Context: an optimization exercise on an open-source flow, tuned for small area. The choices shown serve that exercise and are no tape-out recipe.
In this exercise RTL edits were held to simulation tests only and were not proved equivalent to the original.

// DCalles_Lab7_7Segments
module DCalles_Lab7_7Segments(
		input clk,
		input reset,
		input [9:0] clkFactor,
		output [6:0] segment0,
		output [6:0] segment1,
		output [6:0] segment2,
		output [6:0] segment3,
		output [6:0] segment4
	);
Size in the first run: ~240 cells after synthesis, about 49 flip-flops, about 47 I/O pins.
==> flow/config.mk <==
export PLATFORM = sky130hd
export DESIGN_NAME = DCalles_Lab7_7Segments
export DESIGN_NICKNAME = DCalles_Lab7_7Segments
export VERILOG_FILES = /design/flow/design.v
export SDC_FILE = /design/flow/constraint.sdc
export NUM_CORES = 4
export LEC_CHECK = 0
export CAP_MARGIN = 20
export CORE_MARGIN = 2
export CORE_UTILIZATION = 40
export SLEW_MARGIN = 20
==> flow/constraint.sdc <==
create_clock -name core_clock -period 12.5 [get_ports {clk}]
set_input_delay 2.5000 -clock core_clock [delete_from_list [all_inputs] [get_ports {clk}]]
set_output_delay 2.5000 -clock core_clock [all_outputs]
set_load 0.01 [all_outputs]
standard.sh (not shown) runs the stock make flow with config.mk's settings and CLKGATE_MAP_FILE= SYNTH_SCRIPT=/design/flow/synth_recipe.tcl, a recipe that flattens the netlist after the stock synthesis.
==> flow/flow/run.sh <==
#!/bin/bash
# Layout flow: the standard.sh (ORFS) with
# - synthesis through flow/synth.tcl (area-oriented abc script, adder cells
#   turned back into logic before abc);
# - port buffers of the smallest buffer cell, sky130_fd_sc_hd__buf_1;
# - clock tree synthesis with the arguments in flow/cts_args: clkbuf_8
#   buffers and no dummy loads.
# Each tool's full output is in the ORFS logs under orfs/logs; make's
# output is in flow.log.
set -euo pipefail
here=$(pwd)
export FLOW_SYNTH_TCL=$here/synth_recipe.tcl
export FLOW_DIR=$here/flow
bash standard.sh SYNTH_SCRIPT=$here/flow/synth.tcl \
  "BUFFER_PORTS_ARGS=-buffer_cell sky130_fd_sc_hd__buf_1" \
  "CTS_ARGS=$(cat $here/flow/cts_args)" finish > flow.log 2>&1
==> flow/flow/area.abc <==
strash; dc2; balance; rewrite -z; refactor -z; rewrite -z; dch -f; amap -m -F 4 -A 10; topo
==> flow/flow/cts_args <==
-sink_clustering_enable -repair_clock_nets -dont_use_dummy_load -sink_clustering_size 50 -sink_clustering_max_diameter 500 -buf_list sky130_fd_sc_hd__clkbuf_8
==> flow/flow/synth.tcl <==
# The standard flow's synthesis (synth_recipe.tcl, which runs ORFS's synth.tcl) with
# one change, at its abc step, which comes after the flip-flops are mapped
# and so changes only the combinational logic:
# - the half and full adder cells that the adder step placed are turned
#   back into plain logic (flow/unmap_adders.v);
# - abc maps with the area script in flow/area.abc, without the clock
#   period, instead of ORFS's speed script.
# Every pass before abc is the standard flow's own, so the registers keep their names.
proc abc {args} {
  yosys techmap -map $::env(FLOW_DIR)/unmap_adders.v t:sky130_fd_sc_hd__ha_1 t:sky130_fd_sc_hd__fa_1
  yosys techmap
  yosys opt -fast
  set i [lsearch $args -script]
  if {$i >= 0} { set args [lreplace $args $i [expr {$i+1}] -script $::env(FLOW_DIR)/area.abc] }
  set i [lsearch $args -D]
  if {$i >= 0} { set args [lreplace $args $i [expr {$i+1}]] }
  yosys abc {*}$args
}
source $::env(FLOW_SYNTH_TCL)
==> flow/flow/unmap_adders.v <==
// The adder cells that synthesis's adder step places, as plain logic, so
// that abc maps them together with the rest of the logic.
module sky130_fd_sc_hd__ha_1(input A, input B, output COUT, output SUM);
  assign COUT = A & B;
  assign SUM = A ^ B;
endmodule

module sky130_fd_sc_hd__fa_1(input A, input B, input CIN, output COUT, output SUM);
  assign COUT = (A & B) | (A & CIN) | (B & CIN);
  assign SUM = A ^ B ^ CIN;
endmodule
The baseline finished clean.
Next try:
==> flow/flow/area.abc (replaced) <==
strash; dc2; balance; rewrite -z; refactor -z; rewrite -z; dch -f; amap -m -F 4 -A 10; topo; strash; dch -f; amap -m -F 4 -A 10; topo
What happened: Non-clock buffer count fell by 1. Clock-buffer cell count stays the same. Worst setup slack gets worse by 760 ps.

==> port drivers added, routing unchanged <==
No port has a modelled driver above. Below, the same layouts with a new extraction and two added sets of constraints.
Step 1 assumes that a clkbuf_16 drives the clock port and a buf_2 every other input.
Step 2 times the ports against the registers' clock, not the clock port: input delays grow and output delays shrink by t, the midpoint of the rising clock arrivals with the driver on.
a / b / c = ideal / step 1 / step 2; a / b = the first two.
run	t (ns)	slack for setup (ns)	worst setup path at the end	worst slew at a driven data input, ns	cell pins on the clock port's net
the first run	0.309	6.254 / 6.262 / 5.953	input to register	0.03	1
the second run	0.315	5.492 / 5.494 / 5.179	input to register	0.03	1
After both steps every run listed still meets setup and hold. The setup slack of the second run, which loses most, moves by +0.002 ns with the drivers and by -0.313 ns with both steps.
